Background: an optimization exercise with open tools, aiming at small area, a short achievable clock period and few clock cycles. Do not read the settings as production practice.
Function was not checked in any run shown here: the RTL went through the layout flow alone.
Power and IR drop assume default switching activity.

===== flow/config.mk =====
export PLATFORM = sky130hd
export DESIGN_NAME = stackMultiCycle
export DESIGN_NICKNAME = stackMultiCycle
export VERILOG_FILES = /design/flow/design.v
export SDC_FILE = /design/flow/constraint.sdc
export NUM_CORES = 4
export LEC_CHECK = 0
export CAP_MARGIN = 20
export CORE_MARGIN = 2
export CORE_UTILIZATION = 60
export CTS_BUF_LIST = sky130_fd_sc_hd__clkbuf_8
export CTS_CLUSTER_DIAMETER = 50
export CTS_CLUSTER_SIZE = 20
export SETUP_SLACK_MARGIN = 2.0
export SLEW_MARGIN = 20

===== flow/run.sh =====
#!/bin/bash
# synth_recipe.tcl (not shown) runs the flow's synth.tcl, then flattens the netlist and writes it again
# the make line also repeats each setting of config.mk as NAME=value (left out here)
make -C /OpenROAD-flow-scripts/flow DESIGN_CONFIG=/design/flow/config.mk WORK_HOME=/design/flow/orfs CLKGATE_MAP_FILE= SYNTH_SCRIPT=/design/flow/synth_recipe.tcl finish

===== flow/design.v =====
`timescale 1ps/1ps
module ALU (
    input  [7:0] a,
    input  [7:0] b,
    input        cin,
    output [7:0] out
    );
    wire [8:0] g0 = {a & b, cin};
    wire [8:0] p0 = {a ^ b, 1'b0};
    wire [8:0] g1, p1, g2, p2, g3, p3, g4;
    genvar i;
    generate
        for (i = 0; i < 9; i = i + 1) begin : ks
            if (i >= 1) begin
                assign g1[i] = g0[i] | (p0[i] & g0[i-1]);
                assign p1[i] = p0[i] & p0[i-1];
            end else begin
                assign g1[i] = g0[i];
                assign p1[i] = p0[i];
            end
            if (i >= 2) begin
                assign g2[i] = g1[i] | (p1[i] & g1[i-2]);
                assign p2[i] = p1[i] & p1[i-2];
            end else begin
                assign g2[i] = g1[i];
                assign p2[i] = p1[i];
            end
            if (i >= 4) begin
                assign g3[i] = g2[i] | (p2[i] & g2[i-4]);
                assign p3[i] = p2[i] & p2[i-4];
            end else begin
                assign g3[i] = g2[i];
                assign p3[i] = p2[i];
            end
            if (i >= 8) assign g4[i] = g3[i] | (p3[i] & g3[i-8]);
            else assign g4[i] = g3[i];
        end
    endgenerate
    assign out = p0[8:1] ^ g4[7:0];
endmodule
`timescale 1ps/1ps
module Stack #(parameter DEPTH = 62) (
    input            clk,
    input            dn,       
    input      [7:0] d_in,     
    output     [7:0] c0,       
    output     [7:0] c1        
    );
    reg [7:0] c [0:DEPTH-1];
    integer i;
    always @(posedge clk) begin
        c[0] <= ~(dn ? d_in : c[1]);
        for (i = 1; i < DEPTH-1; i = i + 1)
            c[i] <= ~(dn ? c[i-1] : c[i+1]);
        c[DEPTH-1] <= ~c[DEPTH-2];
    end
    assign c0 = ~c[0];
    assign c1 = c[1];
endmodule
`timescale 1ps/1ps
module stackMultiCycle(
	clk,
	rst,
	mem_addr,
	mem_rdata,
	mem_wdata,
	mem_we);
input clk,rst;
output [4:0] mem_addr;
input [7:0] mem_rdata;
output [7:0] mem_wdata;
output mem_we;
    reg  [4:0] addr;     
    reg  [4:0] pc;       
    reg        we;       
    reg        d_push;   
    reg  [4:0] ja;       
    reg  [7:0] ir2;      
    reg  [7:0] t, n;     
    reg x_add, x_sub, x_and, x_not, x_jz, x_push;
    reg hit_r;           
    reg o;
    reg  [7:0] c_valid;
    reg  [7:0] c_we;     
    reg  [1:0] c_tag  [0:7];
    reg  [7:0] c_data [0:7];
    assign mem_addr  = addr;
    assign mem_we    = we;
    assign mem_wdata = t;
    wire dcyc     = we | d_push;
    wire taken    = x_jz & (t == 8'd0);
    wire miss     = x_push & ~hit_r;
    wire push_now = (x_push & hit_r) | d_push;
    wire pop_now  = x_add | x_sub | x_and | we;
    wire hold_now = ~(push_now | pop_now);
    wire       dec_ok = (~dcyc & ~taken & ~miss) | d_push;
    wire [7:0] ins    = d_push ? ir2 : mem_rdata;
    wire [2:0] op     = ins[7:5];
    wire       i_pop  = op == 3'b101;
    wire       i_push = op == 3'b100;
    wire       i_jmp  = op == 3'b110;
    wire [2:0] ci     = ins[2:0];
    wire       hit_m  = c_valid[ci] & (c_tag[ci] == ins[4:3]);
    wire       fill   = d_push & (ja[2:0] == ci);
    wire       hit    = fill ? (ja[4:3] == ins[4:3]) : hit_m;
    wire [4:0] seq = addr + 5'd1;
    integer k;
    always @(posedge clk, posedge rst) begin
        if (rst) begin
            addr    <= 5'd0;
            pc      <= 5'd0;
            we      <= 1'b0;
            d_push  <= 1'b0;
            x_add   <= 1'b0;
            x_sub   <= 1'b0;
            x_and   <= 1'b0;
            x_not   <= 1'b0;
            x_jz    <= 1'b0;
            x_push  <= 1'b0;
            o       <= 1'b0;
            c_valid <= 8'd0;
            c_we    <= 8'd0;
        end else begin
            if (~dcyc) pc <= seq;
            if (we) addr <= pc;
            else if (taken | miss) addr <= ja;
            else if (dec_ok & (i_pop | i_jmp)) addr <= ins[4:0];
            else if (d_push) addr <= pc;
            else addr <= seq;
            we      <= dec_ok & i_pop;
            d_push  <= miss;
            x_add   <= dec_ok & (op == 3'b000);
            x_sub   <= dec_ok & (op == 3'b001);
            x_and   <= dec_ok & (op == 3'b010);
            x_not   <= dec_ok & (op == 3'b011);
            x_jz    <= dec_ok & (op == 3'b111);
            x_push  <= dec_ok & i_push;
            o       <= o ^ hold_now;
            c_valid <= c_valid | c_we;
            c_we    <= ({8{dec_ok & i_pop}} & (8'd1 << ci))
                     | ({8{miss}} & (8'd1 << ja[2:0]));
        end
    end
    always @(posedge clk) begin
        hit_r <= hit;
        if (~dcyc) ir2 <= mem_rdata;
        if (dec_ok) ja <= ins[4:0];
        for (k = 0; k < 8; k = k + 1)
            if (c_we[k]) begin
                c_tag[k]  <= ja[4:3];
                c_data[k] <= d_push ? mem_rdata : t;
            end
    end
    wire [7:0] c0, c1;
    Stack stk (.clk(clk), .dn(push_now | (hold_now & ~o)), .d_in(o ? t : n),
               .c0(c0), .c1(c1));
    always @(posedge clk) begin
        n <= ({8{hold_now}} & n) | ({8{push_now}} & t)
           | ({8{pop_now}} & (o ? c1 : c0));
    end
    wire [7:0] sum, diff;
    ALU add0 (.a(t), .b(n),  .cin(1'b0), .out(sum));
    ALU sub0 (.a(t), .b(~n), .cin(1'b1), .out(diff));
    wire [7:0] cval = c_data[ja[2:0]];
    wire       t_keep = ~(dcyc | x_add | x_sub | x_and | x_not | (x_push & hit_r));
    always @(posedge clk) begin
        t <= ({8{t_keep}} & t)
           | ({8{d_push}} & mem_rdata)
           | ({8{we}}     & n)
           | ({8{x_add}}  & sum)
           | ({8{x_sub}}  & diff)
           | ({8{x_and}}  & (t & n))
           | ({8{x_not}}  & ~t)
           | ({8{x_push & hit_r}} & cval);
    end
endmodule

===== flow/constraint.sdc =====
create_clock -name core_clock -period 4.0 [get_ports {clk}]
set_input_delay 0.8000 -clock core_clock [delete_from_list [all_inputs] [get_ports {clk}]]
set_output_delay 0.8000 -clock core_clock [all_outputs]
set_load 0.01 [all_outputs]

==> reports/qor.txt, run 1 <==
number of synthesized flops with an enable pin = 93
Post-DRT Antenna Nets = 0
Slew HR = 41.1%
core area = 36500 µm²
top cells by area, synth = dfxtp_1 (46%), mux2i_1 (23%), edfxtp_1 (13%)
asr flop ratio synth = 5.46%
min-delay src = stk.c[60][3]
Critical Path Max Stage Delay = 520 ps
Layout fillers = 2523
# IOs = 24
P_sw = 6.19 mW
Int Pwr = 12.9 mW
CTS Sinks = 641
M2 GR Usage = 31.1%
Finished Layout Cells = 2285
Synth cell types = 74
sequential share of the synthesized area = 62.9%
vias = 12.7k
worst-path cell chain = buf_12 -> mux2i_4 -> buf_12 -> buf_6 -> mux2i_1 -> nor2_1 -> or4_1 -> nand3_2 -> o31ai_2
die height = 196 µm
max frequency = 472 MHz
reg2reg setup slack = 1880 ps
Syn Inst Count = 1637
CP Max Fanout = 5
Die W = 196 µm
Setup-failing EPs final = 0
IR drop worst, VDD = 476 µV
# DRC = 0
r2r startpoint = d_push
most frequent CP cell = buf_12
Clock Skew = 25.4 ps
antenna violations before repair = 0
Worst EP required = 4550 ps
CTS clk-pin slew, worst paths = 110 ps
syn_area_per_cell = 13.5 µm²
HP Class = flip-flop to flip-flop
HPWL after detailed placement = 22100 µm
Most Crowded Layer GR = met2
critical path arrival = 2670 ps
top-count cell post-synth = dfxtp_1
Slowest-stage cell, CP = or4_1
TritonCTS clock tree = yes
Final period util = 53.0%
Slew Limit Fails = 0
worst reg2reg endpoint = hit_r
clock buffer depth = 3
clock latency (worst-skew pair) = 660 ps
vias in the first global route = 12.3k
met1 usage = 27.0%
syn nets = 1666
Post-synth top cells = dfxtp_1 (513), mux2i_1 (511), edfxtp_1 (93)
unrepaired setup endpoints after global routing = yes
Cells after DPL = 2062
worst hold path depth = 1
DRT Wirelength = 42300 µm
worst-case reg-to-reg path depth = 9
Util after Layout = 71.8%
fraction of post-synthesis cell area in the top cell type by area = 46.3%
GRT Total Usage = 19.7%
Wirelength per Cell = 18.5 µm
LEAKAGE = 12.2 nW
first-pass GRT wire length = 61500 µm
CTS root buffer = clkbuf_8
mapped cell area = 22200 µm²
setup total negative slack = 0 ps
# diodes = 0
CTS buffer count = 48
Fin. Hold Viols = 0
Vias/cell = 5.56
Synth Register Bits = 641
worst-margin pin slew = 875 ps
fin crit period = 2120 ps
PortBufs = 23
Comb pwr share = 36.9%
grt total ovfl = 0
WHS Endpoint = stk.c[61][3]
met3 usage = 4.68%
Setup crit start kind = flip-flop
initial DRC count = 750
H-tree levels = 2
sequential power share = 43.8%
area grow syn2layout = 18.3%
Synth warnings = 5
Placer Congestion = 0.808
Max Cap Violations = 0
layout cell share with drive strength beyond 1 = 20.7%
pin count of the biggest net entering global routing = 62
crit path kind = flip-flop to flip-flop
fin nets = 1809
Setup crit end kind = flip-flop
Top FF cell, synth = dfxtp_1
Pwr Total = 19.1 mW
PwrDens = 728 nW/µm²
area leader, netlist = dfxtp_1
Pre-Repair DR Iteration Count = 5
clock power share = 19.3%
Sw Ratio = 32.4%
die area = 38500 µm²
FP Rows = 70
initial core utilization = 60.7%
run status = timing/DRC/antenna clean
[metrics by stage]
stage               hold slack (ps)  setup slack, ps  cell area [µm²]
finish                          389             1880            26200
CTS                             392             1850            24600
floorplan                       352             1870            22600
global route                    409             1780            26200
global placement                360              922            22700
detailed placement              359              863            22700
[routing by layer]
| metal | part of all wire [%] | routed length, µm |
|---|---|---|
| met1 | 46 | 19400 |
| met4 | 2.4 | 1030 |
| met5 | 0 | 0 |
| met3 | 4.7 | 2010 |
| met2 | 47 | 19800 |
[power groups by stage]
stage | clock (mW) | sequential [mW] | combinational [mW]
3_3_place_gp | 0 | 8.55 | 4.51
3_5_place_dp | 0 | 8.56 | 4.60
6_report | 3.67 | 8.36 | 7.05
2_1_floorplan | 0 | 8.32 | 4.37
5_1_grt | 4.04 | 8.48 | 7.52
4_1_cts | 3.81 | 8.37 | 5.34
[layout make-up]
cell class / instances / area (µm²) / share of cell area [%]
flip-flops and latches: 641 / 14000 / 53.4
multi-input cells: 873 / 8120 / 31.0
repair buffers: 178 / 2310 / 8.83
clock buffers: 52 / 716 / 2.73
well taps: 468 / 586 / 2.23
clock inverters: 35 / 347 / 1.32
inverters: 38 / 148 / 0.563
[sequential cells by signal (all words and copies together) (netlist names), 8 cells and up]
| name | flops |
|---|---|
| c_data | 64 |
| c_tag | 16 |
| c_valid | 8 |
| c_we | 8 |
| ir2 | 8 |
| n | 8 |
| stk.c | 496 |
| t | 8 |
[worst max-delay path: cells and delay by family (launching register included)]
family	cells	cell delay, ps
AOI/OAI and AO/OA	1	70
buffers and inverters	3	360
and+or+nand+nor	3	700
muxes	2	470
DFF	1	420
[worst max-delay path by stage]
stage	from	endpoint	cells past startpoint
2_1_floorplan	mem_rdata[0]	hit_r	7
4_1_cts	we	mem_we	2
5_1_grt	d_push	hit_r	9
3_3_place_gp	mem_rdata[0]	hit_r	6
6_report	d_push	hit_r	9
3_5_place_dp	mem_rdata[0]	hit_r	6
[logic make-up (layout without fill, tap and decap cells)]
logic type	Yosys count	after routing	share of synthesized area, %
DFF	641	641	62.9
muxes	528	528	24.2
AOI/OAI and AO/OA	161	161	5.05
and+or+nand+nor	144	144	3.22
buffers and inverters	123	303	2.70
xor gates and xnor gates	21	21	0.830
adders and majority gates	19	19	1.11
[cell usage in the layout, fill, tap and decap left out, types with 9 or more instances in the layout]
cell and count:
dfxtp_4 10, dfxtp_1 500, buf_6 41, nand2_1 25
buf_4 73, xnor2_1 14, clkbuf_16 24, buf_12 9
nor2_1 45, o21ai_0 23, o21ai_1 13, inv_1 36
a21oi_1 33, ha_4 9, dfrtp_1 31, clkbuf_8 52
mux2i_1 507, buf_16 11, edfxtp_1 93, nor2b_1 9
mux2_2 10, inv_6 11, a221o_1 12, nand3_1 9
[timing repair]
item / 4_1_cts / 5_1_grt
hold endpoints to repair: 0 / 0
pin swaps: 17 / 39
buffers inserted: 45 / 49
hold buffers: 0 / 0
cloned: 5 / 37
setup endpoints to repair: 524 / 513
gates resized for setup: 149 / 113
==> run 2: changes to the inputs <==
--- a/flow/design.v
+++ b/flow/design.v
@@ -74,4 +74,5 @@
     reg  [4:0] pc;       
     reg        we;       
+    reg        dcyc;     
     reg        d_push;   
     reg  [4:0] ja;       
@@ -80,5 +81,5 @@
     reg x_add, x_sub, x_and, x_not, x_jz, x_push;
     reg hit_r;           
-    reg o;
+    reg o, dn_a, dn_h;
     reg  [7:0] c_valid;
     reg  [7:0] c_we;     
@@ -88,9 +89,9 @@
     assign mem_we    = we;
     assign mem_wdata = t;
-    wire dcyc     = we | d_push;
+    wire d_pop    = dcyc & ~d_push;
     wire taken    = x_jz & (t == 8'd0);
     wire miss     = x_push & ~hit_r;
     wire push_now = (x_push & hit_r) | d_push;
-    wire pop_now  = x_add | x_sub | x_and | we;
+    wire pop_now  = x_add | x_sub | x_and | d_pop;
     wire hold_now = ~(push_now | pop_now);
     wire       dec_ok = (~dcyc & ~taken & ~miss) | d_push;
@@ -105,4 +106,6 @@
     wire       hit    = fill ? (ja[4:3] == ins[4:3]) : hit_m;
     wire [4:0] seq = addr + 5'd1;
+    wire       o_next = o ^ hold_now;
+    wire       i_alu  = ~op[2] & ~(op[1] & op[0]);
     integer k;
     always @(posedge clk, posedge rst) begin
@@ -111,4 +114,7 @@
             pc      <= 5'd0;
             we      <= 1'b0;
+            dcyc    <= 1'b0;
+            dn_a    <= 1'b1;
+            dn_h    <= 1'b0;
             d_push  <= 1'b0;
             x_add   <= 1'b0;
@@ -123,5 +129,5 @@
         end else begin
             if (~dcyc) pc <= seq;
-            if (we) addr <= pc;
+            if (d_pop) addr <= pc;
             else if (taken | miss) addr <= ja;
             else if (dec_ok & (i_pop | i_jmp)) addr <= ins[4:0];
@@ -129,4 +135,7 @@
             else addr <= seq;
             we      <= dec_ok & i_pop;
+            dcyc    <= (dec_ok & i_pop) | miss;
+            dn_a    <= miss | (~o_next & ~(dec_ok & (i_pop | i_alu)));
+            dn_h    <= dec_ok & i_push & hit;
             d_push  <= miss;
             x_add   <= dec_ok & (op == 3'b000);
@@ -136,5 +145,5 @@
             x_jz    <= dec_ok & (op == 3'b111);
             x_push  <= dec_ok & i_push;
-            o       <= o ^ hold_now;
+            o       <= o_next;
             c_valid <= c_valid | c_we;
             c_we    <= ({8{dec_ok & i_pop}} & (8'd1 << ci))
@@ -153,5 +162,5 @@
     end
     wire [7:0] c0, c1;
-    Stack stk (.clk(clk), .dn(push_now | (hold_now & ~o)), .d_in(o ? t : n),
+    Stack stk (.clk(clk), .dn(dn_a | dn_h), .d_in(o ? t : n),
                .c0(c0), .c1(c1));
     always @(posedge clk) begin
@@ -167,5 +176,5 @@
         t <= ({8{t_keep}} & t)
            | ({8{d_push}} & mem_rdata)
-           | ({8{we}}     & n)
+           | ({8{d_pop}}  & n)
            | ({8{x_add}}  & sum)
            | ({8{x_sub}}  & diff)
==> run 2 against run 1 <==
Still clean. First-iteration DRC count down 10%. Clock skew about the same. Sequential share of layout area up 3.0 points. Maximum frequency down 3.0%. Routed wire length down 12%. Global-route usage up 0.13 points. Synthesized cell count up 1.2%. Critical endpoint is now dn_h.
==> reports/qor.txt, run 2 <==
Slew Limit Fails = 0 (unchanged)
PortBufs = 23 (unchanged)
Max Cap Violations = 0 (unchanged)
vias in the first global route = 12.4k (+1.0%)
Synth cell types = 70 (-5.4%)
# diodes = 0 (unchanged)
CTS Sinks = 644 (+0.47%)
fraction of post-synthesis cell area in the top cell type by area = 46.3% (about the same)
max FFs per register = 496 (unchanged)
# DRC = 0 (unchanged)
most frequent cells in the layout = mux2i_1 (513), dfxtp_1 (501), edfxtp_1 (93), clkbuf_8 (54), nor2_1 (52)
reg2reg setup slack = 1820 ps (-60 ps)
run status = timing/DRC/antenna clean
Critical Path Max Stage Delay = 530 ps (about the same)
largest registers = stk.c (496), c_data (64), c_tag (16)
Setup-failing EPs final = 0 (unchanged)
Top FF cell, synth = dfxtp_1
Post-DRT Antenna Nets = 0 (unchanged)
die area = 38500 µm² (about the same)
Final period util = 54.6% (+1.6 points)
Pwr Total = 16.8 mW (-12%)
top cells by area, synth = dfxtp_1 (46%), mux2i_1 (23%), edfxtp_1 (13%)
Fin. Hold Viols = 0 (unchanged)
Setup crit end kind = flip-flop
placed cell areas = 22900 µm² (+0.60%)
Syn Inst Count = 1656 (+1.2%)
FP Rows = 70 (unchanged)
unrepaired setup endpoints after global routing = yes
clock buffer depth = 3 (unchanged)
sequential share of the synthesized area = 63.2% (+0.31 points)
top-count cell post-synth = mux2i_1
PwrDens = 674 nW/µm² (-7.4%)
grt total ovfl = 0 (unchanged)
Placer Congestion = 0.855 (+5.8%)
Worst EP required = 4550 ps (about the same)
cts hold-fix bufs = 0 (unchanged)
H-tree levels = 2 (unchanged)
initial core utilization = 60.7% (about the same)
Clock Skew = 25.0 ps (-0.407 ps)
antenna violations before repair = 0 (unchanged)
setup total negative slack = 0 ps (unchanged)
TritonCTS clock tree = yes
Layout fillers = 2700 (+7.0%)
area grow syn2layout = 12.4%
HPWL after detailed placement = 22600 µm (+2.6%)
layout cell share with drive strength beyond 1 = 15.7% (-5.0 points)
Buf/Inv on CP = 2 (-1)
Register Area = 14100 µm² (+0.51%)
Synth Register Bits = 644 (+0.47%)
IR drop worst, VDD = 488 µV (+2.4%)
first-pass GRT wire length = 62200 µm (+1.1%)
Synth warnings = 5 (unchanged)
CTS buffer count = 49 (+2.1%)
Top reg by flops = stk.c
asr flop ratio synth = 5.90% (+0.44 points)
pre-CTS setup slack = 911 ps (+47.7 ps)
HP Class = flip-flop to flip-flop
area leader, netlist = dfxtp_1
core area = 36500 µm² (unchanged)
Post-synth top cells = mux2i_1 (515), dfxtp_1 (513), edfxtp_1 (93)
Slew HR = 32.3% (-8.8 points)
area of the multi-input gates = 7980 µm² (-1.7%)
syn nets = 1684 (+1.1%)
vias = 12.3k (-3.2%)
Setup crit start kind = flip-flop
most common cell after layout, fill and taps aside = mux2i_1
clock latency (worst-skew pair) = 660 ps (about the same)
Die W = 196 µm (about the same)
LEAKAGE = 11.5 nW (-5.4%)
syn_area_per_cell = 13.4 µm² (-1.1%)
CP top delay family = compound AO/OA/AOI/OAI gates
pin count of the biggest net entering global routing = 111 (+79%)
# IOs = 24 (unchanged)
Design Area, Final = 24900 µm² (-4.9%)
crit path kind = flip-flop to flip-flop
Pre-Repair DR Iteration Count = 7 (+2)
fin crit period = 2180 ps (+64.6 ps)
Wirelength per Cell = 16.8 µm (-9.5%)
Slowest-stage cell, CP = dfrtp_4
fin nets = 1749 (-3.3%)
CP Max Fanout = 15 (+10)
number of synthesized flops with an enable pin = 93 (unchanged)
GRT Total Usage = 19.8% (+0.13 points)
worst-margin pin slew = 1020 ps (+141 ps)
max frequency = 458 MHz (-3.0%)
die height = 196 µm (about the same)
mapped cell area = 22200 µm² (about the same)
Vias/cell = 5.52 (-0.73%)
critical path arrival = 2730 ps (+60 ps)
initial DRC count = 673 (-10%)
worst-path cell chain = buf_6 -> buf_4 -> a31oi_1 -> a21oi_1 -> o32ai_2 -> xnor2_1 -> a41o_1 -> and2_1
DRT Wirelength = 37400 µm (-12%)
CTS clk-pin slew, worst paths = 110 ps (about the same)
Final WS setup = 1820 ps (-64.6 ps)
CTS root buffer = clkbuf_8
==> run 2: cell types whose count changed in the layout (fill, tap and decap cells not counted), moves of 6 or more <==
cell and delta:
nor2b_1 -6, mux2i_1 +6, ha_4 -6, nor2_4 -6
inv_6 -7, buf_4 -22, nor2_1 +7, clkbuf_16 -24
buf_16 -8, o21ai_0 -8, buf_6 -24, nand2_1 +21
==> run 2: area by class of cell <==
class | instances | share of cell area, %
multi-input combinational | 888 | 32.0
clock inverter | 36 | 1.64
sequential | 644 | 56.4
timing repair buffer | 98 | 3.96
clock buffer | 54 | 2.98
inverter | 40 | 0.663
tap | 468 | 2.35
==> run 2: path summary, 6_finish.rpt <==
check,from,depth (start not counted),endpoint
max,d_push,8,dn_h
min,stk.c[60][6],1,stk.c[61][6]
max reg2reg,d_push,8,dn_h
min reg2reg,stk.c[60][6],1,stk.c[61][6]
max in group asynchronous,rst,4,c_valid[2]
min in group asynchronous,rst,2,addr[2]
==> run 2: kinds of logic (layout without fill, tap and decap cells) <==
group / count (synthesis) / count (layout) / share of synthesized area, %
xor gates and xnor gates: 21 / 21 / 0.830
and+or+nand+nor: 169 / 169 / 3.71
muxes: 532 / 532 / 24.3
DFF: 644 / 644 / 63.2
AOI/OAI and AO/OA: 148 / 148 / 4.69
adders and majority gates: 18 / 18 / 1.05
buffers and inverters: 124 / 228 / 2.23
==> run 2: timing repair <==
action / 4_1_cts / 5_1_grt
pin swaps: 25 / 19
setup buffers: 52 / 7
setup endpoints to repair: 180 / 54
gates resized for setup: 140 / 31
==> run 2: stage by stage <==
step / hold slack [ps] / util (%) / instances
detailed placement: 361 / 62.6 / 2078
finish: 387 / 68.3 / 2228
CTS: 390 / 67.6 / 2220
global route: 406 / 68.3 / 2228
floorplan: 352 / - / 1656
global placement: 360 / 62.6 / 2078
==> run 2: per-layer routing <==
metal / GRT usage (%) / vias up / wire length [µm]
met5: 0 / - / 0
met3: 3.42 / 70 / 1830
met1: 28.0 / 5900 / 17900
li1: - / 6080 / -
met4: 7.55 / 0 / 955
met2: 30.8 / 254 / 16700
==> run 2: report_power, final <==
part,switching [mW],internal [mW]
registers,0.478,7.23
logic,2.67,2.52
clock network,2.22,1.68
==> run 3: changes to the inputs <==
--- a/flow/config.mk
+++ b/flow/config.mk
@@ -8,8 +8,8 @@
 export CAP_MARGIN = 20
 export CORE_MARGIN = 2
-export CORE_UTILIZATION = 60
+export CORE_UTILIZATION = 70
 export CTS_BUF_LIST = sky130_fd_sc_hd__clkbuf_8
 export CTS_CLUSTER_DIAMETER = 50
 export CTS_CLUSTER_SIZE = 20
-export SETUP_SLACK_MARGIN = 2.0
+export SETUP_SLACK_MARGIN = 1.8
 export SLEW_MARGIN = 20
==> run 3 against run 2 <==
Sequential power grew 0.5%. Synthesized cell count is the same. Combinational power shrank 5.8%. Final cell count shrank 4.2%. Die area shrank 14%. Register-to-register slack is essentially flat. Routed wire length shrank 3.9%. Synthesized area is the same. Total power shrank 4.8%.
==> reports/qor.txt, run 3 <==
run status = timing/DRC/antenna clean
CTS root buffer = clkbuf_8
Setup-failing EPs final = 0 (unchanged)
CTS clk-pin slew, worst paths = 110 ps (about the same)
Pre-Repair DR Iteration Count = 7 (unchanged)
# IOs = 24 (unchanged)
Wirelength per Cell = 16.8 µm (+0.32%)
top cells by area, synth = dfxtp_1 (46%), mux2i_1 (23%), edfxtp_1 (13%)
die area = 33100 µm² (-14%)
max FFs per register = 496 (unchanged)
fraction of post-synthesis cell area in the top cell type by area = 46.3% (unchanged)
asr flop ratio synth = 5.90% (unchanged)
Synth Register Bits = 644 (unchanged)
number of synthesized flops with an enable pin = 93 (unchanged)
vias in the first global route = 12.1k (-2.0%)
Post-DRT Antenna Nets = 0 (unchanged)
Post-synth top cells = mux2i_1 (515), dfxtp_1 (513), edfxtp_1 (93)
Clock Skew = 17.3 ps (-7.73 ps)
Top FF cell, synth = dfxtp_1
Register Area = 14100 µm² (about the same)
DRT Wirelength = 35900 µm (-3.9%)
Syn Inst Count = 1656 (unchanged)
worst-margin pin slew = 942 ps (-73.9 ps)
max frequency = 460 MHz (+0.54%)
Die W = 182 µm (-7.3%)
Synth warnings = 5 (unchanged)
CP Max Fanout = 7 (-8)
top-count cell post-synth = mux2i_1
antenna violations before repair = 0 (unchanged)
Vias/cell = 5.72 (+3.5%)
Layout fillers = 1989 (-26%)
layout cell share with drive strength beyond 1 = 12.6% (-3.0 points)
Final period util = 54.3% (-0.30 points)
clock latency (worst-skew pair) = 590 ps (-70 ps)
Slew Limit Fails = 0 (unchanged)
CTS buffer count = 45 (-8.2%)
mapped cell area = 22200 µm² (unchanged)
Top reg by flops = stk.c
FP Rows = 65 (-7.1%)
crit path kind = flip-flop to flip-flop
HPWL after detailed placement = 22500 µm (-0.76%)
setup total negative slack = 0 ps (unchanged)
H-tree levels = 2 (unchanged)
Worst EP required = 4460 ps (-90 ps)
fin nets = 1734 (-0.86%)
area leader, netlist = dfxtp_1
Setup crit end kind = flip-flop
reg2reg setup slack = 1830 ps (about the same)
# DRC = 0 (unchanged)
fin crit period = 2170 ps (-11.8 ps)
syn_area_per_cell = 13.4 µm² (unchanged)
hold slack = 387 ps (-0.565 ps)
unrepaired setup endpoints after global routing = yes
PwrDens = 657 nW/µm² (-2.5%)
PortBufs = 23 (unchanged)
Pwr Total = 16.0 mW (-4.8%)
largest registers = stk.c (496), c_data (64), c_tag (16)
initial core utilization = 70.6% (+9.9 points)
area of the multi-input gates = 7870 µm² (-1.5%)
sequential share of the synthesized area = 63.2% (unchanged)
Max Cap Violations = 0 (unchanged)
first-pass GRT wire length = 59400 µm (-4.5%)
Setup crit start kind = flip-flop
clock buffer depth = 3 (unchanged)
Placer Congestion = 0.888 (+3.9%)
grt total ovfl = 0 (unchanged)
Synth cell types = 70 (unchanged)
CTS Sinks = 644 (unchanged)
die height = 182 µm (-7.3%)
# diodes = 0 (unchanged)
TritonCTS clock tree = yes
syn nets = 1684 (unchanged)
IR drop worst, VDD = 682 µV (+40%)
cts hold-fix bufs = 0 (unchanged)
pin count of the biggest net entering global routing = 116 (+4.5%)
most frequent cells in the layout = mux2i_1 (512), dfxtp_1 (502), edfxtp_1 (93), nor2_1 (52), nand2_1 (50)
core area = 31400 µm² (-14%)
Cells after DPL = 2012 (-3.2%)
Fin. Hold Viols = 0 (unchanged)
most common cell after layout, fill and taps aside = mux2i_1
GRT Total Usage = 21.6% (+1.8 points)
HP Class = flip-flop to flip-flop
area grow syn2layout = 9.81%
Slew HR = 37.2% (+4.9 points)
critical path arrival = 2630 ps (-100 ps)
LEAKAGE = 11.4 nW (-1.6%)
vias = 12.2k (-0.80%)
initial DRC count = 673 (unchanged)
Finished Layout Cells = 2135 (-4.2%)
run 3: cell count changes in the layout (fill, tap and decap cells not counted), sizes merged:
cell / previous run / this run
buf: 89 / 64
dlygate4sd2: 2 / 14
clkinvlp: 9 / 1
bufinv: 5 / 2
clkbuf: 54 / 51
clkdlybuf4s50: 6 / 5
dlymetal6s2s: 1 / 2
run 3: final cells by class:
cell class / count / share of cell area, %
sequential: 644 / 57.7
multi-input combinational: 888 / 32.3
timing repair buffer: 87 / 3.47
clock buffer: 49 / 2.77
tap: 402 / 2.07
clock inverter: 25 / 1.00
inverter: 40 / 0.663
run 3: through the flow:
step	util [%]	setup slack (ps)	cell area [µm²]
floorplan	-	1780	22200
global placement	72.5	1020	22800
detailed placement	72.5	921	22800
CTS	76.4	1560	24000
global route	77.6	1760	24300
finish	77.6	1830	24300
run 3: critical path: stages (launching register included):
cell and delay [ps]:
dfxtp_4 400, buf_6 140, ha_2 320, a21oi_2 200, o21ai_2 90, o41ai_2 280
mux2i_1 120, or4_1 510
run 3: where the power goes:
group	internal [mW]	switching [mW]	leakage [nW]
combinational	2.35	2.54	5.22
sequential	7.23	0.515	5.64
clock	1.33	2.02	0.490
run 3: worst paths after layout:
check                                  start           end  depth (start not counted)
min in group asynchronous                rst    c_valid[4]                          3
worst max register to register          t[2]          t[7]                          7
worst max-delay path                    t[2]          t[7]                          7
max in group asynchronous                rst        d_push                          3
worst min register to register  stk.c[60][2]  stk.c[61][2]                          1
worst min-delay path            stk.c[60][2]  stk.c[61][2]                          1
run 3: kinds of logic after synthesis:
| kind of cell | after synthesis | share of synthesized area, % |
|---|---|---|
| AOI/OAI and AO/OA | 148 | 4.69 |
| xor gates and xnor gates | 21 | 0.830 |
| adders and majority gates | 18 | 1.05 |
| buffers and inverters | 124 | 2.23 |
| DFF | 644 | 63.2 |
| muxes | 532 | 24.3 |
| and+or+nand+nor | 169 | 3.71 |
run 3: metal layers:
metal	vias to the layer above	global-route usage, %	share of wire (%)	wire length (µm)
met1	5868	29.4	45	16300
met3	66	3.37	5.2	1860
met5	-	0	0	0
li1	6009	-	-	-
met2	262	36.4	47	17000
met4	0	5.87	2.1	761
run 3: repair_timing:
action	CTS	global route
pin swaps	6	26
gates resized for setup	49	48
setup buffers	26	23
endpoints found under the setup margin	48	21

[separate check: timing with driven ports]
How much do the figures lean on ideal ports? The routed layouts below were timed once more, with nothing changed but the port constraints.
Step 1 sets driving cells, clkbuf_16 on the clock port and buf_2 on the other inputs (assumed; they add their load-dependent delay and slew).
Step 2 also shifts input and output timing later by t, the mid clock arrival at the registers, as if the neighbouring blocks saw the same clock.
a / b / c = ideal / step 1 / step 2; a / b = the first two.
| run | t (ns) | setup slack, ns | worst data-port slew with drivers (ns) | pins driven straight from the clock port |
|---|---|---|---|---|
| run 1 | 0.699 | 1.881 / 1.832 / 1.261 | 0.03 | 1 |
| run 2 | 0.701 | 1.816 / 1.816 / 1.222 | 0.03 | 1 |
| run 3 | 0.627 | 1.828 / 1.805 / 1.297 | 0.03 | 1 |
After both steps every run listed still meets setup and hold. The setup slack of run 1, which loses most, moves by -0.049 ns with the drivers and by -0.620 ns with both steps.
